Source: an optimization exercise on an open RTL-to-GDS flow (aim: small area). Production flows keep margins and buffers that such runs may drop.
Only the layout flow was run in this run; the RTL was not checked for function there.
Power figures rest on the tool's default switching activity, not on a simulated workload.

==> flow/design.v <==
module regFile(  
    input clk, rst,
    input rfwr,	
    input [4:0] rfrd, rfrs1, rfrs2,
    input [31:0] rfD,
    output [31:0] rfRS1, rfRS2
	,input simdone
);
    reg[31:0] RF[31:0];
    assign rfRS1 = RF[rfrs1];
	assign rfRS2 = RF[rfrs2];
	integer i;
	always @(posedge clk or posedge rst)
        if(rst) begin
			for(i=0; i<32; i=i+1)
				RF[i] <= 0;
		end
		else begin 
            if(rfwr) begin
                RF[rfrd] <= rfD;
            end
        end
endmodule
`timescale 1ns/1ns
module top_kit(
		input clk, rst,
		output[31:0] bdi, baddr,
		output bwr,
		output[1:0] bsz,
		input[31:0] bdo,
		input brdy,
		output[4:0] rfrd, rfrs1, rfrs2,
		output rfwr,
		output[31:0] rfD,
		input[31:0] rfRS1, rfRS2,
		input [15:0] INT  
	    );
	wire IRQ;
	wire [3:0] IRQnum;
	wire [15:0] IRQen;
	wire[2:0] extFunc3;
	IntCtrl INTCU(
			.clk(clk), .rst(rst),
			.INT(INT), .IRQen(IRQen),
			.IRQ(IRQ), .IRQnum(IRQnum)
		     );
	rv32_CPU_v2 CPU(
			.clk(clk),
			.rst(rst),
			.bdi(bdi), .bdo(bdo), .baddr(baddr), .bsz(bsz), .bwr(bwr),
			.rfwr(rfwr), .rfrd(rfrd), .rfrs1(rfrs1), .rfrs2(rfrs2), .rfD(rfD), .rfRS1(rfRS1), .rfRS2(rfRS2),
			.brdy(brdy),
			.IRQ(IRQ), .IRQnum(IRQnum), .IRQen(IRQen)
		       );
endmodule
module IntCtrl( 
	input clk, rst,
	input[15:0] INT, IRQen,
	output IRQ,
	output reg [3:0] IRQnum
);
	wire [15:0] IRQenINT = (INT & IRQen);
	assign IRQ = | IRQenINT;
	integer i;
	always @(*) begin
		IRQnum = 4'd0;
		for(i=1; i<16; i=i+1)
			if(IRQenINT[i] == 1'b1) IRQnum = i;
	end
endmodule
module rv32Counters(
	input clk, cyc, rst,
	output reg [31:0] Cycle, Timer, Instret, UIE, 
	output reg [3:0] UCause,
	input[31:0] wdata,
	input[4:0] uimm,
	input[3:0] IRQnum,
	input ld_cycle, ld_timer, ld_uie, inc_ret, 
	input c_cycle, c_timer, c_uie,
	output gie, tie, eie,
	output tif
);
	always @ (posedge clk or posedge rst)
		if(rst) Timer <= 32'd0;
		else if(ld_timer && cyc) Timer <= wdata;
		else if (c_timer && cyc) Timer <= Timer & {27'h7ffffff, ~uimm};
		else if(Timer!=32'b0) Timer <= Timer - 32'b1;
	always @ (posedge clk or posedge rst)
		if(rst) Cycle <= 32'd0;
		else if(ld_cycle && cyc) Cycle <= wdata;
		else if (c_cycle && cyc) Cycle <= Cycle & {27'h7ffffff, ~uimm};
		else Cycle <= Cycle + 32'b1;
	always @ (posedge clk or posedge rst)
		if(rst) Instret <= 32'd0;
		else if (inc_ret) Instret <= Instret + 32'b1;
	always @ (posedge clk or posedge rst)
		if(rst) UIE <= 32'd0;  
		else if(ld_uie && cyc) UIE <= wdata;
		else if (c_uie && cyc) UIE <= UIE & {27'h7ffffff, ~uimm};
	always @ (posedge clk or posedge rst)
		if(rst) UCause <= 32'd0;
		else UCause <= IRQnum;
	assign {eie, tie, gie} = UIE[2:0];
	assign tif = (Timer == 32'b1);
endmodule
module rv32dec(
	input[31:0] IR,
	output cu_br_inst,
	cu_jal_inst,
	cu_jalr_inst,
	cu_alu_i_inst,
	cu_alu_r_inst,
	cu_load_inst,
	cu_store_inst,
	cu_lui_inst,
	cu_auipc_inst,
	cu_custom_inst,
	cu_system_inst
);
	assign cu_br_inst = (IR[6:2]==5'b11_000);
	assign cu_jal_inst = (IR[6:2]==5'b11_011);
	assign cu_jalr_inst = (IR[6:2]==5'b11_001);
	assign cu_alu_i_inst = (IR[6:2]==5'b00_100);
	assign cu_alu_r_inst = (IR[6:2]==5'b01_100);
	assign cu_load_inst = (IR[6:2]==5'b00_000);
	assign cu_store_inst = (IR[6:2]==5'b01_000);
	assign cu_lui_inst = (IR[6:2]==5'b01_101);
	assign cu_auipc_inst = (IR[6:2]==5'b00_101);
	assign cu_custom_inst = (IR[6:2]==5'b10_001);
	assign cu_system_inst = (IR[6:2]==5'b11_100);
endmodule
module rv32PCUnit(
	input clk, rst,
	input hold,cyc,
	input s0, s1, s2, s3, s4, reliable, ld_epc,sel_epc,
	input compressed,
    input cu_rst_state,
    output [31:0] PC_w,
	output reg [31:0] PC,
	input[31:0] PC1, I1, alu_r,
	input[4:0] vec
);
	reg[31:0] ePC;
	wire[31:0] pc_adder, nPC;
	wire[31:0] int_vec = {25'd0,vec,2'd0};
	assign pc_adder = (s2? I1 : (compressed? 32'd2 : 32'd4)) + (s2? PC1 : PC);
	assign nPC = s1 ? alu_r : pc_adder;
    assign PC_w = cu_rst_state? 32'd0 : s4 & reliable ? ePC : (s0?  int_vec : nPC);
	always@(posedge clk or posedge rst)
		if(rst)
			PC <= 32'b0;
		else if(cyc)
				if(~hold)
					PC <= PC_w;
	always@(posedge clk or posedge rst)
		if(rst) ePC <= 32'b0;
			else if(ld_epc)
				ePC <= (sel_epc | ~reliable) ? nPC : PC;  
endmodule
module rv32i_alu(
	input [31:0]    a, b,
	input [4:0]     shamt,
	output [31:0]   r,
	output          cf, zf, vf, sf,
	input [4:0]     opcode,
	input [2:0]     func3,
	input [6:0]     func7
);
	wire I = (opcode == 5'b00_100);
	wire R = (opcode == 5'b01_100);
	wire IorR =  I || R;
	wire instr_logic = ((IorR==1'b1) && ((func3==3'b100) || (func3==3'b111) || (func3==3'b110)));
	wire instr_shift = ((IorR==1'b1) && ((func3==3'b001) || (func3==3'b101) ));
	wire instr_slt = ((IorR==1'b1) && (func3==3'b010));
	wire instr_sltu = ((IorR==1'b1) && (func3==3'b011));
	wire instr_store = (opcode == 5'b01_000);
	wire instr_load = (opcode == 5'b00_000);
	wire instr_add = R & (func3 == 3'b000) & (~func7[5]);
	wire instr_sub = R & (func3 == 3'b000) & (func7[5]);
	wire instr_addi = I & (func3 == 3'b000);
	wire instr_lui = (opcode == 5'b01_101);
	wire instr_auipc = (opcode == 5'b00_101);
	wire instr_branch = (opcode == 5'b11_000);
	wire [31:0] add_sub, op_b;
	wire sub = (instr_branch | instr_sub | instr_slt | instr_sltu);
	assign op_b = ({32{sub}} ^ b) ;
	assign {cf, add_sub} = a + op_b + {31'b0,sub};
	wire[31:0] and_or_xor;
	assign and_or_xor = (IorR & (func3==3'b111)) ? (a & b) :
					 ((IorR & (func3==3'b110))) ? (a | b) : (a ^ b);
	wire[31:0] shift;
	wire[4:0] sha = (opcode==5'b00_100) ? shamt : b[4:0];
	assign shift = func3[2]? (func7[5]? $signed($signed(a) >>> sha) : (a >> sha) ):
						  (a << sha);
	wire[31:0] slt;
	assign slt = (instr_slt) ? {31'b0,(sf != vf)} : {31'b0,(~cf)} ;
	assign r =  (instr_slt | instr_sltu) ? slt :
				(instr_logic) ?     and_or_xor :
				(instr_shift) ?          shift : add_sub;
	assign zf = (add_sub == 32'b0);
	assign sf = (add_sub[31]);
	assign vf = (a[31] ^ op_b[31] ^ add_sub[31] ^ cf);
endmodule
module rv32i_branch_unit (
	input cf, zf, vf, sf,
	input[2:0] func3,
	output reg taken
);
	always @ * begin
		taken = 1'b0;
		(* full_case *)
		(* parallel_case *)
		case(func3)
			3'b000: taken = zf;           
			3'b001: taken = ~zf;          
			3'b100: taken = (sf != vf);   
			3'b101: taken = (sf == vf);   
			3'b110: taken = (~cf);       
			3'b111: taken = (cf);        
			default: taken = 1'b0;
		endcase
	end
endmodule
module rv32i_imm_gen (
input [31:0] inst,
output reg [31:0] imm
);
always @(*) begin
	case (inst[6:2])
		5'b00_100   : 	imm = { {21{inst[31]}}, inst[30:25], inst[24:21], inst[20] };
		5'b01_000     :     imm = { {21{inst[31]}}, inst[30:25], inst[11:8], inst[7] };
		5'b01_101       :     imm = { inst[31], inst[30:20], inst[19:12], 12'b0 };
		5'b00_101     :     imm = { inst[31], inst[30:20], inst[19:12], 12'b0 };
		5'b11_011       : 	imm = { {12{inst[31]}}, inst[19:12], inst[20], inst[30:25], inst[24:21], 1'b0 };
		5'b11_001      : 	imm = { {21{inst[31]}}, inst[30:25], inst[24:21], inst[20] };
		5'b11_000    : 	imm = { {20{inst[31]}}, inst[7], inst[30:25], inst[11:8], 1'b0};
		default           : 	imm = { {21{inst[31]}}, inst[30:25], inst[24:21], inst[20] };  
	endcase  
end
endmodule
module rv32i_extender (
	input [1:0] bsel,
	input [31:0] di,
	output reg [31:0] dout,
	input [1:0] sz,
	input utype
);
reg [31:0] disi;
always @ (*) begin
    (* full_case *)
        (* parallel_case *)
        case (bsel)
            2'b00: disi = di;
            2'b01: disi = di >> 8;
            2'b10: disi = di >> 16;
            2'b11: disi = di >> 24;
        endcase
end
always @ * begin
	if(utype)  
		case(sz)
			2'b00: dout = {{24{1'b0}},disi[7:0]};
			2'b01: dout = {{16{1'b0}},disi[15:0]};
			default: dout = disi;
		endcase
	else
		case(sz)
			2'b00: dout = {{24{disi[7]}},disi[7:0]};
			2'b01: dout = {{16{disi[15]}},disi[15:0]};
			default: dout = disi;
		endcase
end
endmodule
module rv32CU(
	input clk, rst,
	input[31:0] IR,
	input cf, zf, sf, vf,
	input tov,
	input gie, tie, eie, IRQ,
	output reg [31:0] IR1, IR2,
	output cu_wfi_hold,
	input cu_brdy,
	output cu_hold,
	output reg cyc,
	output cu_rf_wr,
	output cu_r1_ld,
	output cu_r2_ld,
	output cu_r1_src,
	output cu_r2_src,
    output cu_memrd,
    output reg cu_rst_state,
	output[4:0] cu_rf_rs1, cu_rf_rs2, cu_rf_rd_1, cu_rf_rd_2,  
	output cu_pc_s0, cu_pc_s1, cu_pc_s2, cu_pc_s3, cu_pc_s4, cu_pc_reliable,
	output cu_alu_a_src, cu_alu_b_src,
	output cu_resmux_s0, cu_resmux_s1, cu_resmux_s2,
	output cu_csr_rd_s0, 
	output [1:0] cu_csr_rd_s1, cu_csr_rd_s2,
	output cu_int_ecall, cu_int_ebreak,
	output cu_ld_cycle, cu_ld_time, cu_ld_uie,
	output cu_c_cycle, cu_c_time, cu_c_uie,
	output cu_ld_epc, cu_sel_epc,
	output reg TMRIF,
	output intf,
	output cu_mwr,
	output cu_r_s,
	output cu_ret 
);
reg VF, ZF, SF, CF;
reg ISRMode;
wire  cu_br_inst,
cu_jal_inst,
cu_jalr_inst,
cu_alu_i_inst,
cu_alu_r_inst,
cu_load_inst,
cu_store_inst,
cu_lui_inst,
cu_auipc_inst,
cu_custom,
cu_system_inst;
wire  cu_br_inst_1,
cu_jal_inst_1,
cu_jalr_inst_1,
cu_alu_i_inst_1,
cu_alu_r_inst_1,
cu_load_inst_1,
cu_store_inst_1,
cu_lui_inst_1,
cu_auipc_inst_1,
cu_custom_1,
cu_system_inst_1;
wire  cu_br_inst_2,
cu_jal_inst_2,
cu_jalr_inst_2,
cu_alu_i_inst_2,
cu_alu_r_inst_2,
cu_load_inst_2,
cu_store_inst_2,
cu_lui_inst_2,
cu_auipc_inst_2,
cu_custom_2,
cu_system_inst_2;
assign cu_mwr =  (~cyc & (cu_store_inst_1));
assign cu_r_s = cu_custom_1;
wire cu_br_taken;
wire[2:0] func3_1 = IR1[14:12];
assign intf = ~ISRMode & ( (cu_pc_reliable&(cu_int_ecall|cu_int_ebreak)) | (IRQ & eie) | (TMRIF & tie)) & gie;
assign cu_sel_epc = cu_int_ecall | cu_int_ebreak;
always @ (posedge clk or posedge rst)
	if(rst) TMRIF <= 1'b0;
	else if(tov) TMRIF <= 1'b1;
	else if(cu_ld_time & cyc) TMRIF <= 1'b0;
always @ (posedge clk or posedge rst)
	if(rst) ISRMode <= 0;
	else if(intf & cyc) ISRMode <= 1;
	else if(cu_pc_s4) ISRMode <= 0;
always @ (posedge clk or posedge rst)
	if(rst) 
        cyc <= 1'b1;
	else if (~cu_hold) 
		cyc <= ~ cyc;
rv32dec IDEC0(
	.IR(IR),
	.cu_br_inst(cu_br_inst),
	.cu_jal_inst(cu_jal_inst),
	.cu_jalr_inst(cu_jalr_inst),
	.cu_alu_i_inst(cu_alu_i_inst),
	.cu_alu_r_inst(cu_alu_r_inst),
	.cu_load_inst(cu_load_inst),
	.cu_store_inst(cu_store_inst),
	.cu_lui_inst(cu_lui_inst),
	.cu_auipc_inst(cu_auipc_inst),
	.cu_custom_inst(cu_custom),
	.cu_system_inst(cu_system_inst)
);
wire cu_wfi_1;
rv32dec IDEC1(
	.IR(IR1),
	.cu_br_inst(cu_br_inst_1),
	.cu_jal_inst(cu_jal_inst_1),
	.cu_jalr_inst(cu_jalr_inst_1),
	.cu_alu_i_inst(cu_alu_i_inst_1),
	.cu_alu_r_inst(cu_alu_r_inst_1),
	.cu_load_inst(cu_load_inst_1),
	.cu_store_inst(cu_store_inst_1),
	.cu_lui_inst(cu_lui_inst_1),
	.cu_auipc_inst(cu_auipc_inst_1),
	.cu_custom_inst(cu_custom_1),
	.cu_system_inst(cu_system_inst_1)
);
rv32dec IDEC2(
	.IR(IR2),
	.cu_br_inst(cu_br_inst_2),
	.cu_jal_inst(cu_jal_inst_2),
	.cu_jalr_inst(cu_jalr_inst_2),
	.cu_alu_i_inst(cu_alu_i_inst_2),
	.cu_alu_r_inst(cu_alu_r_inst_2),
	.cu_load_inst(cu_load_inst_2),
	.cu_store_inst(cu_store_inst_2),
	.cu_lui_inst(cu_lui_inst_2),
	.cu_auipc_inst(cu_auipc_inst_2),
	.cu_custom_inst(cu_custom_2),
	.cu_system_inst(cu_system_inst_2)
);
rv32i_branch_unit BR(
	.cf(CF), .zf(ZF), .vf(VF), .sf(SF),
	.func3(func3_1),
	.taken(cu_br_taken)
	);
wire cu_j_inst_1 = cu_jal_inst_1 | cu_jalr_inst_1;
wire cu_ctrl_inst_1 = cu_br_inst_1 | cu_j_inst_1;
wire cu_alu_inst = cu_alu_r_inst | cu_alu_i_inst;
wire cu_alu_inst_1 = cu_alu_r_inst_1 | cu_alu_i_inst_1;
wire cu_alu_inst_2 = cu_alu_r_inst_2 | cu_alu_i_inst_2;
always @ (posedge clk or posedge rst)
	if(rst)
		IR1 <= 32'h13;
	else if(cyc) begin
		if(~cu_pc_reliable | intf) IR1 <= 32'h13;
		else if(~cu_hold) IR1 <= IR;
	end
always @ (posedge clk or posedge rst)
	if(rst)
		IR2 <= 32'h13;
	else
		if(cyc) IR2 <= IR1;
always @ (posedge clk)
	if(~cyc & (cu_alu_inst_1 | cu_br_inst_1)) begin
		CF <= cf;
		ZF <= zf;
		VF <= vf;
		SF <= sf;
	end
assign cu_rf_rd_1 = IR1[11:7];
assign cu_rf_rd_2 = IR2[11:7];
assign cu_rf_rs1 = IR[19:15];
assign cu_rf_rs2 = IR[24:20];
assign cu_pc_s0 = intf;
assign cu_pc_s1 = cu_jalr_inst_1;
assign cu_pc_s2 = (cu_br_inst_1 & cu_br_taken) | (cu_jal_inst_1) ;
assign cu_pc_s3 = (cu_br_inst_1 & ~cu_br_taken) ;
assign cu_pc_s4 = (IR==32'h00200073);
assign cu_pc_reliable = ~(cu_pc_s1 | cu_pc_s2);
assign cu_ret = (IR2 != 32'h13 & ~cyc); 
assign cu_wfi_hold = (~intf) & (cu_wfi_1);
	assign cu_hold = cu_wfi_hold | ~cu_brdy;
assign cu_rf_wr = (~cyc) &
			   (cu_rf_rd_2 != 5'b0) &
			   (cu_alu_inst_2 | cu_jal_inst_2 | cu_jalr_inst_2 | cu_lui_inst_2 | cu_load_inst_2 | cu_auipc_inst_2  | cu_system_inst_2);
assign cu_r1_ld = cyc & (cu_alu_inst | cu_br_inst | cu_load_inst | cu_store_inst | cu_jalr_inst | cu_custom | cu_system_inst);
assign cu_r1_src = (cu_rf_rd_1==cu_rf_rs1) & (cu_alu_inst_1 | cu_load_inst_1 | cu_lui_inst_1 | cu_auipc_inst_1 | cu_custom_1 | cu_system_inst_1) & (cu_rf_rs1 != 5'b0);  
assign cu_r2_ld = cyc & (cu_alu_inst | cu_br_inst | cu_store_inst | cu_custom);
assign cu_r2_src = (cu_rf_rd_1 == cu_rf_rs2) & (cu_alu_inst_1 | cu_load_inst_1 | cu_lui_inst_1 | cu_auipc_inst_1 | cu_custom_1 | cu_system_inst_1) & (cu_rf_rs2 != 5'b0);
assign cu_alu_a_src = cu_auipc_inst_1;
assign cu_alu_b_src = (cu_alu_i_inst_1 | cu_load_inst_1 | cu_store_inst_1 | cu_jalr_inst_1 | cu_auipc_inst_1 | cu_lui_inst_1);
assign cu_memrd = cu_load_inst_1 | cu_store_inst_1;
always@(posedge clk or posedge rst)
	if(rst)
		cu_rst_state <= 1'b1;
    else
        cu_rst_state <= 1'b0;
assign cu_resmux_s0 = cu_load_inst_1;
assign cu_resmux_s1 = cu_lui_inst_1;
assign cu_resmux_s2 = cu_j_inst_1;
assign cu_csr_rd_s0 = cu_system_inst_1;
assign cu_csr_rd_s1 = IR1[21:20];  
assign cu_csr_rd_s2 = {IR1[26], IR1[22]};
assign cu_int_ecall = (IR==32'h00000073);
assign cu_int_ebreak = (IR==32'h00100073);
assign cu_wfi_1 = (IR1==32'h10500073);
assign cu_ld_cycle = cu_system_inst_1 & (IR1[14:12]==3'b001) & (IR1[31:20]==12'hc00);
assign cu_c_cycle = cu_system_inst_1 & (IR1[14:12]==3'b111) & (IR1[31:20]==12'hc00);
assign cu_ld_time = cu_system_inst_1 & (IR1[14:12]==3'b001) & (IR1[31:20]==12'hc01);
assign cu_c_time = cu_system_inst_1 & (IR1[14:12]==3'b111) & (IR1[31:20]==12'hc01);
assign cu_ld_uie = cu_system_inst_1 & (IR1[14:12]==3'b001) & (IR1[31:20]==12'h004);
assign cu_c_uie = cu_system_inst_1 & (IR1[14:12]==3'b111) & (IR1[31:20]==12'h004);
assign cu_ld_epc = (intf & cyc & ~cu_hold);
endmodule
module rv32_CPU_v2 (
	clk, rst,
	bdi, bdo, baddr, bsz, bwr,
	rfwr, rfrd, rfrs1, rfrs2, rfD, rfRS1, rfRS2,
	brdy,
	IRQ, IRQnum, IRQen
);
input clk, rst;
output[31:0] bdi, baddr;
output bwr;
output[1:0] bsz;
input[31:0] bdo;
output[4:0] rfrd, rfrs1, rfrs2;
output rfwr;
output[31:0] rfD;
input[31:0] rfRS1, rfRS2;
input brdy;
input IRQ;
input[3:0] IRQnum;
output[15:0] IRQen;
wire cyc;
wire[31:0] ext_bdo;
wire cu_csr_rd_s0;
wire[1:0] cu_csr_rd_s1, cu_csr_rd_s2;
wire cu_int_ecall, cu_int_ebreak;
wire cu_ld_cycle, cu_ld_time, cu_ld_uie, cu_ret; 
wire cu_c_cycle, cu_c_time, cu_c_uie;
reg[31:0] IR, R1, R2, PC1, I1; 
reg[31:0] R, RES;
wire[31:0] IR1, IR2;
wire[4:0] rf_rs1, rf_rs2;
wire[4:0] rf_rd;
wire[31:0] IMM;
wire[4:0] rf_rd_2;
wire[31:0] RS1, RS2;
wire rf_wr;
assign RS1 = (rf_rs1==5'b0) ? 32'b0 : rfRS1;
assign RS2 = (rf_rs2==5'b0) ? 32'b0 : rfRS2;
assign rfwr = rf_wr;
assign rfrs1 = rf_rs1;
assign rfrs2 = rf_rs2;
assign rfrd = rf_rd_2;
assign rfD = RES;
wire cu_pc_s0, cu_pc_s1, cu_pc_s2, cu_pc_s3, cu_pc_s4, cu_pc_reliable;
wire cu_ld_epc, cu_sel_epc;
wire[31:0] PC, PC_w;
wire[31:0] Cycle, Timer, Instret, UIE;
wire [3:0] UCause; 
wire tov;
wire gie, tie, eie;
wire intf, TMRIF;
wire[4:0] vec = IRQ ? {1'b1,IRQnum} : TMRIF ? 5'd12 : cu_int_ebreak ? 5'd8 : 5'd4;
wire [31:0]  cntr = cu_csr_rd_s1[1]? (cu_csr_rd_s2[1]? {28'd0, UCause} : Instret ): (cu_csr_rd_s2[0]? UIE : (cu_csr_rd_s1[0]? Timer : Cycle)); 
assign IRQen = UIE[18:3];
wire[4:0] rf_rs_1;
rv32Counters CNTR (
	.clk(clk),
	.cyc(cyc),
	.rst(rst),
	.Cycle(Cycle),
	.Timer(Timer),
	.Instret(Instret),
	.UIE(UIE),
	.UCause(UCause),
	.wdata(R1),
	.uimm(rf_rs_1),
	.IRQnum(IRQnum),
	.ld_cycle(cu_ld_cycle), .ld_timer(cu_ld_time), .ld_uie(cu_ld_uie), .inc_ret(cu_ret), 
	.c_cycle(cu_c_cycle), .c_timer(cu_c_time), .c_uie(cu_c_uie),
	.gie(gie), .tie(tie), .eie(eie),
	.tif(tov)
	);
assign  rf_rs1 = IR[19:15];
assign  rf_rs2 = IR[24:20];
assign  rf_rd = IR[11:7];
rv32i_imm_gen IMMGen(
 	.inst(IR),
	.imm(IMM)
	);
wire [31:0] d16ic_32;
wire compressed;
D16Inst d16ic (.Inst(bdo[15:0]), .Instout(d16ic_32), .Is16inst(compressed));
wire hold;
always @ (posedge clk or posedge rst)
	if(rst)
		IR <= 32'h13;
	else
		if(~cyc)
            IR <= hold? 32'h13 : (compressed? d16ic_32 : bdo);
always @ (posedge clk or posedge rst)
	if (rst)
		I1 <= 32'b0;
	else if(cyc) 
		if(~hold) I1 <= IMM;
always @ (posedge clk or posedge rst)
	if(rst)
	   	PC1 <= 32'b0;
	else if(cyc & ~hold)
            PC1 <= PC;
wire cu_r1_ld, cu_r2_ld;
wire cu_r1_src, cu_r2_src;
wire[31:0] RESMux;
always @ (posedge clk or posedge rst)
	if (rst)
		R1 <= 32'b0;
	else if(cu_r1_ld & ~hold)
		if(cu_r1_src)
			R1 <= RESMux;
		else
			R1 <= RS1;
always @ (posedge clk or posedge rst)
	if (rst)
		R2 <= 32'b0;
	else if(cu_r2_ld & ~hold)
		if(cu_r2_src)
			R2 <= RESMux;
		else
			R2 <= RS2;
wire[31:0] alu_r, alu_a, alu_b;
wire alu_cf, alu_zf, alu_vf, alu_sf;
wire[4:0] rf_rd_1 = IR1[11:7];
assign rf_rs_1 = IR1[19:15];
wire cu_alu_a_src, cu_alu_b_src;
assign alu_a = (cu_alu_a_src) ? PC1 : R1 ;  
assign alu_b = (cu_alu_b_src) ? I1 : R2;
rv32i_alu ALU (
	.a(alu_a), .b(alu_b),
	.shamt(IR1[24:20]),
	.r(alu_r),
	.cf(alu_cf), .zf(alu_zf), .vf(alu_vf), .sf(alu_sf),
	.opcode(IR1[6:2]),
	.func3(IR1[14:12]),
	.func7(IR1[31:25])
	);
	always @ (posedge clk or posedge rst)
		if(rst)
			R <= 32'b0;
		else if(~cyc)
			R <= alu_r;
wire cu_resmux_s0, cu_resmux_s1, cu_resmux_s2;
assign  RESMux =  
				   (cu_resmux_s0) ? ext_bdo :
				   (cu_resmux_s1) ? I1 :
				   (cu_resmux_s2) ? PC :
				   (cu_csr_rd_s0) ? cntr : R;
always @ (posedge clk or posedge rst)
	if(rst)
		RES <= 32'b0;
	else begin
		if(cyc) RES <= RESMux;
	end
wire[2:0] func3_1 = IR1[14:12];
wire cu_mwr, cu_memrd;
assign bwr = cu_mwr;
wire compressed_n = IR[0]&IR[1];
assign baddr =  cyc? PC_w : (cu_memrd? alu_r : 32'h40404040);
assign bsz = (cyc) ? 2'b10 : func3_1[1:0];
wire [1:0] bsel = baddr[1:0];
assign bdi = (bsel == 2'b01)? {R2[23:0],  8'd0}:
			 (bsel == 2'b10)? {R2[15:0], 16'd0}:			  	
			 (bsel == 2'b11)? {R2[7:0],  24'd0}: R2;			  	
rv32i_extender EXT (
	.bsel(R[1:0]),
	.di(bdo), .dout(ext_bdo), .sz(func3_1[1:0]), .utype(func3_1[2]) );
assign rf_rd_2 = IR2[11:7];
wire wfi_hold;
wire cu_rst_state;
rv32PCUnit PCU(
	.clk(clk), .rst(rst),
	.hold(hold),.cyc(cyc),
	.s0(cu_pc_s0), .s1(cu_pc_s1), .s2(cu_pc_s2), .s3(cu_pc_s3), .s4(cu_pc_s4), .reliable(cu_pc_reliable),
	.PC(PC),
    .PC_w(PC_w),
	.compressed(~(IR[0]&IR[1])),
    .cu_rst_state(cu_rst_state),
	.PC1(PC1), .I1(I1), .alu_r(alu_r),
	.vec(vec),
	.ld_epc(cu_ld_epc),
	.sel_epc(cu_sel_epc)
);
wire cu_r_s;
	rv32CU CTRL(
		.clk(clk), .rst(rst),
		.IR(IR),
		.cf(alu_cf), .zf(alu_zf), .sf(alu_sf), .vf(alu_vf),
		.tov(tov),
		.gie(gie), .tie(tie), .eie(eie), .IRQ(IRQ),
		.IR1(IR1), .IR2(IR2),
		.cu_wfi_hold(wfi_hold),
		.cu_brdy(brdy),
		.cu_hold(hold),
		.cyc(cyc),
		.cu_rf_wr(rf_wr),
		.cu_r1_ld(cu_r1_ld),
		.cu_r2_ld(cu_r2_ld),
		.cu_r1_src(cu_r1_src),
		.cu_r2_src(cu_r2_src),
		.cu_memrd(cu_memrd),
        .cu_rst_state(cu_rst_state),
		.cu_pc_s0(cu_pc_s0),.cu_pc_s1(cu_pc_s1), .cu_pc_s2(cu_pc_s2), .cu_pc_s3(cu_pc_s3),.cu_pc_s4(cu_pc_s4),.cu_pc_reliable(cu_pc_reliable),
		.cu_alu_a_src(cu_alu_a_src), .cu_alu_b_src(cu_alu_b_src),
		.cu_resmux_s0(cu_resmux_s0), .cu_resmux_s1(cu_resmux_s1), .cu_resmux_s2(cu_resmux_s2),
		.cu_csr_rd_s0(cu_csr_rd_s0), .cu_csr_rd_s1(cu_csr_rd_s1), .cu_csr_rd_s2(cu_csr_rd_s2),
		.cu_int_ecall(cu_int_ecall), .cu_int_ebreak(cu_int_ebreak),
		.cu_ld_cycle(cu_ld_cycle), .cu_ld_time(cu_ld_time), .cu_ld_uie(cu_ld_uie),
		.cu_c_cycle(cu_c_cycle), .cu_c_time(cu_c_time), .cu_c_uie(cu_c_uie),
		.cu_ld_epc(cu_ld_epc), .cu_sel_epc(cu_sel_epc),
		.TMRIF(TMRIF),
		.intf(intf),
		.cu_mwr(cu_mwr),
		.cu_r_s(cu_r_s),
		.cu_ret(cu_ret) 
	);
endmodule
module D16Inst(Inst,Instout, Is16inst);
input[15:0] Inst;                            
output reg[31:0] Instout;                    
output Is16inst;                             
assign Is16inst = !Inst[1] | !Inst[0];      
wire [1:0] op = Inst[1:0];
wire [2:0] fun3 = Inst[15:13];
wire [1:0] fun2 = Inst[11:10];
wire [1:0] fun = Inst[6:5];
wire [4:0] Brs1 = Inst[11:7];
wire [4:0] Brs2 = Inst[6:2];
always @(Inst) begin
    Instout = 32'b0;
    case(op)
        2'b00:begin                  
            case(fun3)
                3'b000:begin              
                    Instout = {2'b00,Inst[12:11],Inst[10:7],Inst[5],Inst[6],2'b00,5'b00010,3'b000,2'b01,Inst[4:2],7'b0010001};
                end
                3'b010:begin              
                    Instout = {5'd0,Inst[5],Inst[12:10],Inst[6],2'b00,2'b01,Inst[9:7],3'b010,2'b01,Inst[4:2],7'b0000001};
                end
                3'b110:begin          
                    Instout = {5'd0,Inst[5],Inst[12],2'b01,Inst[4:2],2'b01,Inst[9:7],3'b010,Inst[11:10],Inst[6],2'b00,7'b0100001};
                end
                	default:
	Instout = 32'b0;
            endcase
        end
        2'b01:begin                  
            case(fun3)
                3'b000:begin             
                    Instout = {{6{Inst[12]}},Inst[12],Inst[6:2],Inst[11:7],3'b000,Inst[11:7],7'b0010001};
                end
                3'b001:begin          
                    Instout = {Inst[12],Inst[8],Inst[10:9],Inst[6],Inst[7],Inst[2],Inst[11],Inst[5:3],Inst[12],{8{Inst[12]}},5'b00001,7'b1101101};
                end
                3'b010:begin             
                    Instout = {{6{Inst[12]}},Inst[12],Inst[6:2],5'b00000,3'b000,Inst[11:7],7'b0010001};
                end
                3'b011:begin             
                    case(Brs1)
                    5'b00010: begin      
                        Instout = {{3{Inst[12]}},Inst[12],Inst[6],Inst[5],Inst[4:3],Inst[2],3'd0,Brs1,3'b000,Brs1,7'b0010001};
                    end
                    default: begin       
                        Instout = {{14{Inst[12]}},Inst[12],Inst[6:2],Brs1,7'b0110101};
                    end
                    endcase
                end
                3'b100:begin          
                    case(fun2)
                    2'b00:begin      
                        Instout = {7'b0000000,Inst[6:2],2'b01,Inst[9:7],3'b101,2'b01,Inst[9:7],7'b0010001};
                    end  
                    2'b01:begin      
                        Instout = {7'b0100000,Inst[6:2],2'b01,Inst[9:7],3'b101,2'b01,Inst[9:7],7'b0010001};
                    end
                    2'b10:begin      
                        Instout = {{6{Inst[12]}},Inst[12],Inst[6:2],2'b01,Inst[9:7],3'b111,2'b01,Inst[9:7],7'b0010001};
                    end
                    2'b11:
                        if(!Inst[12])begin
                            case(fun)
                                2'b00: begin     
                                    Instout = {7'b0000000,2'b01, Inst[4:2],2'b01,Inst[9:7],3'b111,2'b01,Inst[9:7],7'b0110001};
                                end
                                2'b01: begin     
                                    Instout = {7'b0000000,2'b01, Inst[4:2],2'b01,Inst[9:7],3'b110,2'b01,Inst[9:7],7'b0110001};
                                end
                                2'b10: begin     
                                    Instout = {7'b0000000,2'b01, Inst[4:2],2'b01,Inst[9:7],3'b100,2'b01,Inst[9:7],7'b0110001};
                                end
                                2'b11: begin     
                                    Instout = {7'b0100000,2'b01, Inst[4:2],2'b01,Inst[9:7],3'b000,2'b01,Inst[9:7],7'b0110001};
                                end
                            endcase
                        end
                    endcase
                end
                3'b101:begin          
                    Instout = {Inst[12],Inst[8],Inst[10:9],Inst[6],Inst[7],Inst[2],Inst[11],Inst[5:3],Inst[12],{8{Inst[12]}},5'b00000,7'b1101101};
                end
                3'b110:begin          
                    Instout = {Inst[12],{2{Inst[12]}},Inst[12],Inst[6:5],Inst[2],5'b00000,2'b01,Inst[9:7],3'b000,Inst[11:10],Inst[4:3],Inst[12],7'b1100001};
                end
                3'b111:begin          
                    Instout = {Inst[12],{2{Inst[12]}},Inst[12],Inst[6:5],Inst[2],5'b00000,2'b01,Inst[9:7],3'b001,Inst[11:10],Inst[4:3],Inst[12],7'b1100001};
                end
            endcase
        end
        2'b10:begin                  
            case(fun3)
                3'b000:begin             
                    Instout = {7'b0000000,Inst[6:2],Inst[11:7],3'b001,Inst[11:7],7'b0010001};
                end
                3'b010:begin             
                    Instout = {4'd0,Inst[3:2],Inst[12],Inst[6:4],2'b00,5'b00010,3'b010,Inst[11:7],7'b0000001};
                end
                3'b100:begin             
                    case(Inst[12])
                        1'b0: begin
                            if(!Brs2) begin              
                                Instout = {12'd0,Brs1,3'b000,5'b00000,7'b1100101};
                            end
                            else begin                   
                                Instout = {7'b0000000,Brs2,5'b00000,3'b000,Brs1,7'b0110001};
                            end
                        end
                        1'b1: begin
                            if(!Brs2&&!Brs1) begin       
                                Instout = {12'd1,5'd0,3'b000,5'd0,7'b1110001};
                            end
                            else if(!Brs2) begin         
                                Instout = {12'd0,Brs1,3'b000,5'b00001,7'b1100101};
                            end
                            else begin                   
                                Instout = {7'b0000000,Brs2,Brs1,3'b000,Brs1,7'b0110001};
                            end
                        end
                    endcase
                end
                3'b110:begin          
                    Instout = {4'd0,Inst[8:7],Inst[12],Inst[6:2],5'b00010,3'b010,Inst[11:9],2'b00,7'b0100001};
                end
	default:
	Instout = 32'b0;
            endcase
        end
	default:
	Instout = 32'b0;
    endcase
end
endmodule
module rv32ic_core(
	input         clk,
	input         rst,
	output [31:0] bdi,
	output [31:0] baddr,
	output        bwr,
	output [1:0]  bsz,
	input  [31:0] bdo,
	input         brdy,
	input  [15:0] INT
);
	wire [4:0]  rfrd, rfrs1, rfrs2;
	wire        rfwr;
	wire [31:0] rfD, rfRS1, rfRS2;
	top_kit KIT(
		.clk(clk), .rst(rst),
		.bdi(bdi), .baddr(baddr), .bwr(bwr), .bsz(bsz),
		.bdo(bdo), .brdy(brdy),
		.rfrd(rfrd), .rfrs1(rfrs1), .rfrs2(rfrs2), .rfwr(rfwr),
		.rfD(rfD), .rfRS1(rfRS1), .rfRS2(rfRS2),
		.INT(INT)
	);
	regFile RF(
		.clk(clk), .rst(rst),
		.rfwr(rfwr), .rfrd(rfrd), .rfrs1(rfrs1), .rfrs2(rfrs2),
		.rfD(rfD), .rfRS1(rfRS1), .rfRS2(rfRS2),
		.simdone(1'b0)
	);
endmodule
==> flow/run.sh <==
#!/bin/bash
# synth_recipe.tcl (not shown) runs the flow's synth.tcl, then flattens the netlist and writes it again
# the make line also repeats each setting of config.mk as NAME=value (left out here)
make -C /OpenROAD-flow-scripts/flow DESIGN_CONFIG=/design/flow/config.mk WORK_HOME=/design/flow/orfs CLKGATE_MAP_FILE= SYNTH_SCRIPT=/design/flow/synth_recipe.tcl finish
==> flow/config.mk <==
export PLATFORM = sky130hd
export DESIGN_NAME = rv32ic_core
export DESIGN_NICKNAME = rv32ic_core
export VERILOG_FILES = /design/flow/design.v
export SDC_FILE = /design/flow/constraint.sdc
export NUM_CORES = 4
export LEC_CHECK = 0
export CAP_MARGIN = 20
export CORE_MARGIN = 2
export CORE_UTILIZATION = 35
export PLACE_DENSITY = 0.55
export SLEW_MARGIN = 20
==> flow/constraint.sdc <==
create_clock -name core_clock -period 15.0 [get_ports {clk}]
set_input_delay 3.0000 -clock core_clock [delete_from_list [all_inputs] [get_ports {clk}]]
set_output_delay 3.0000 -clock core_clock [all_outputs]
set_load 0.01 [all_outputs]
==> run summary <==
==> logic make-up after synthesis <==
logic type | Yosys count
buffers and inverters | 916
flip-flops | 1484
multiplexers | 1336
XOR/XNOR | 128
other | 1
AO/OA/AOI/OAI | 2763
AND/OR/NAND/NOR | 2059
adder cells (fa/ha/maj) | 132
==> synth_stat cells, types with 25 or more instances <==
library cell,instances
o31ai_1,39
o21a_1,25
a211oi_1,66
o221ai_1,49
xnor2_1,60
nand2b_1,30
a31oi_1,63
a22oi_1,258
a21o_1,52
ha_1,130
nor2_1,520
nor4_1,33
or3_1,41
buf_2,55
o21ai_0,485
mux2i_1,186
nand2_1,707
a22o_1,375
and3_1,54
inv_1,116
a21oi_1,504
a222oi_1,44
o211ai_1,96
o22a_1,36
dfrtp_1,1469
buf_1,91
xor2_1,66
nand3_1,168
nor3_1,161
mux2_2,1136
and2_1,54
nand4_1,161
o21ai_1,26
clkbuf_1,620
o22ai_1,30
a221oi_1,401
==> cell usage in the layout (no fill, tap or decap), types with 36 or more instances in the layout <==
master and n:
nor3_1 157, nand4_1 161, dfrtp_1 1463, a21o_1 52
or3_1 41, clkdlybuf4s50_1 116, a22o_1 375, xnor2_1 60
nand2_1 697, o31ai_1 39, a211oi_1 66, o22a_1 36
a31oi_1 63, ha_1 130, clkbuf_8 42, o21ai_0 484
inv_1 115, xor2_1 66, nor2_4 82, a222oi_1 44
o211ai_1 96, nand3_1 163, a221oi_1 401, and2_1 54
clkbuf_16 165, mux2i_1 185, a21oi_1 500, a22oi_1 258
mux2_2 1136, nor2_1 437, o221ai_1 49, and3_1 53
buf_4 266
==> worst paths after layout <==
path / from / cells after the start / to / slack [ns]
hold reg to reg: KIT.CPU.R[28] / 2 / KIT.CPU.R[28] / 0.48
max in group asynchronous: rst / 5 / RF.RF[31][30] / 9.69
min in group asynchronous: rst / 3 / KIT.CPU.CNTR.Cycle[8] / 2.87
setup reg to reg: KIT.CPU.CTRL.IR1[4] / 17 / KIT.CPU.R[28] / 7.94
setup / recovery: KIT.CPU.CTRL.IR1[5] / 19 / baddr[30] / 3.97
hold / removal: KIT.CPU.R[28] / 2 / KIT.CPU.R[28] / 0.48
==> critical path, delay by kind of cell, from the launching register on <==
kind	cells	cell delay [ns]
compound gates	11	3.31
xor+xnor	1	0.20
fa+ha+maj	1	0.34
buf+inv	2	1.23
flops	1	0.69
mux	1	0.41
simple gates	3	0.96
==> area by class of cell <==
| class | instances | share of cell area |
|---|---|---|
| multi-input combinational | 6419 | 0.484 |
| clock inverter | 66 | 0.0104 |
| sequential | 1484 | 0.376 |
| clock buffer | 231 | 0.0485 |
| tap | 3330 | 0.0421 |
| timing repair buffer | 391 | 0.0336 |
| inverter | 123 | 0.00471 |
| antenna | 11 | 0.000278 |
==> power by group through the flow <==
| stage | clock network [mW] | registers (mW) | logic [mW] |
|---|---|---|---|
| 2_1_floorplan | 0 | 5.73 | 7.87 |
| 3_3_place_gp | 0 | 6.81 | 12.7 |
| 3_5_place_dp | 0 | 6.84 | 12.7 |
| 4_1_cts | 4.43 | 6.78 | 12.8 |
| 5_1_grt | 4.61 | 6.93 | 13.8 |
| 6_report | 4.43 | 6.85 | 13.5 |
==> routing by layer <==
layer	up-vias	track usage
met4	40	0.234
met5	-	0.000938
met3	1982	0.132
li1	33071	-
met2	6804	0.505
met1	42133	0.445
==> impl_results.md <==
- Outcome: timing/DRC/antenna clean
- Setup TNS: 0 ns
- Comb pwr share: 0.545
- Ys async rst share: 0.997
- Clk network pwr share: 0.179
- Number of synthesis warnings: 11
- Post-layout util: 0.397
- Placed instance area: 93000 µm²
- Clk root buf: clkbuf_16
- # IOs: between 100 and 150
- Drt first pass iters: 9
- Met2 WL: between 150 and 200 mm
- Layout Cells excl Fill: 12055
- Postcts setup bufs: 0
- Placed Instances: between 10000 and 15000
- Chip Height: ~510 µm
- Largest area contributor in the netlist: dfrtp_1
- PD cells: between 200 and 300 nW/µm²
- Synth Area in Compound Gates: 0.225
- CTS tree: built
- Final Slew Violations: 0
- Type of the most critical hold path: flip-flop to flip-flop
- Register area: 37200 µm²
- Adder-Cell Fraction of Synth Area: 0.0190
- Core region area: 249000 µm²
- Port Buf Inserts: 117
- Fin nets: 8764
- Final Setup Violations: 0
- Hpwl dp: 297 mm
- Crit path capture type: output port
- Post-cts hold buffer count: 0
- Distinct cells, synth: 122
- Initial core utilization: 0.353
- Tot Pwr: 24.8 mW
- GR Overflow Total: 0
- Post-synthesis mux area share: 0.170
- Clock transition at the registers of the reported paths: around 0.060 ns
- Maximum operating frequency: 0.0907 GHz
- Fin crit period: 11.03 ns
- Avg Cell Area, Syn: 9.97 µm²
- Worst path required time: 12.00 ns
- Slew HR: 0.0910
- Final hold vios: 0
- RSZ-0062 raised after global routing: false
- Worst slew pin tran: between 1 and 1.5 ns
- Num CTS Buffers: ~160
- Top Metal Used: met5
- Worst setup margin: between 3 and 4 ns
- Slowest stage delay, CP: 0.69 ns
- Register bit total from synthesis: 1484
- Global Route Usage Sum: 0.354
- CP Cell Sequence: nand3b_1, nor3_1, o31ai_1, o21ai_4, buf_4, mux2_2, ha_1, a211o_1, o211ai_1, a211oi_1, o211ai_1, a31oi_1, a41oi_1, o31ai_1, xor2_1, nor2_1, a211o_1, a32oi_1, clkdlybuf4s50_1
- Crit path kind: flip-flop to output port
- Net Sw Power: 13.1 mW
- Initial antenna violation count: between 40 and 50
- Worst vdd ir: between 0.2 and 0.25 mV
- Clock latency on the worst-skew pair: 0.87 ns
- CP max stage cell: dfrtp_1
- DRT antenna net count: 0
- CP Launch Type: flip-flop
- Switching share of power: 0.529
- Vias in the first global route: 79282
- Min Hold Slack: about 0.48 ns
- Area growth, synth to finish: 12.5%
- Post_cts resized: 0
- Mapped Area: 87900 µm²
- Clock Skew: 0.0670 ns
- Flop pwr share: 0.276
- Site Rows: 183
- Post-synth top area share: 0.418
- Post-synthesis cell count: 8819
- Routability cong.: 1.04
- Ratio of cells with drive above 1 in the final layout: 0.220
- Crit path max fanout: 65
- DR iter-0 viols: 13275
- Largest family of logic cells by synthesized area: compound AO/OA/AOI/OAI gates
- Clock H-tree levels: 4
- Arrival time worst endpoint: 8.03 ns
- Synth Area in Simple Gates: 0.109
- Width of the die: 505 µm
- Largest net degree at the start of global routing: between 150 and 200
- Predominant post-synthesis flop cell: dfrtp_1
- Syn nets: between 9000 and 10000
- Top post-synthesis cells by area: dfrtp_1 42%, mux2_2 15%, a221oi_1 4.0%
- Internal cell power: 11.7 mW
- Post-Route WL: 470 mm
- Leak Pwr: 43.3 nW
- XOR/XNOR Fraction of Synth Area: 0.0130
- Max Buffers Root-to-Sink: 3
- Drt drc: 0
- Met1 wire length: 175 mm
- Setup WS pre-CTS: approximately 4.5 ns
- First-pass GRT wire length: 645 mm
- Max FFs per register: 992
- Post-synthesis sequential area ratio: 0.423
- Clock Sinks: 1484
- Reg with most FFs: RF.RF
- Maximum Capacitance Violations: 0
- Multi-input gate area: 47900 µm²
- Post-route cell area: 98900 µm²
- # fillers: 24485
- Period utilization: 0.735
- Post-synth EDFFs: 4
- Metal3 WL: 63.5 mm
- Vias per cell: about 7.0
- DR vias: ~84000
- Post-DR wirelength/cell: 39.0 µm
- Die area: 255000 µm²

==> static timing again, ports no longer ideal <==
The flow's constraints put no driver on any port. The routed layout listed below was extracted and timed again, unchanged, in two steps.
Step 1: set_driving_cell puts a clkbuf_16 on clk and a buf_2 on each other input, an assumption about the parent block.
Step 2 moves the port delays by t, midway between the first and last clock arrival at a register: inputs arrive t later, outputs are due t later. That takes back most of the time a late clock gives input paths.
Three values: ideal ports, drivers, drivers and shift; two values: the first two.
shift t [ns]: 0.928
slack for setup (ns): 3.971 / 3.885 / 4.504
worst setup path after step 2: input to output
clock arrival spread, ns: 0.073 / 0.074
cell pins on the clock port's net: 1
After both steps setup and hold are still met in this run. For this run, drivers alone change the setup slack by -0.086 ns; drivers and shift together by +0.533 ns.
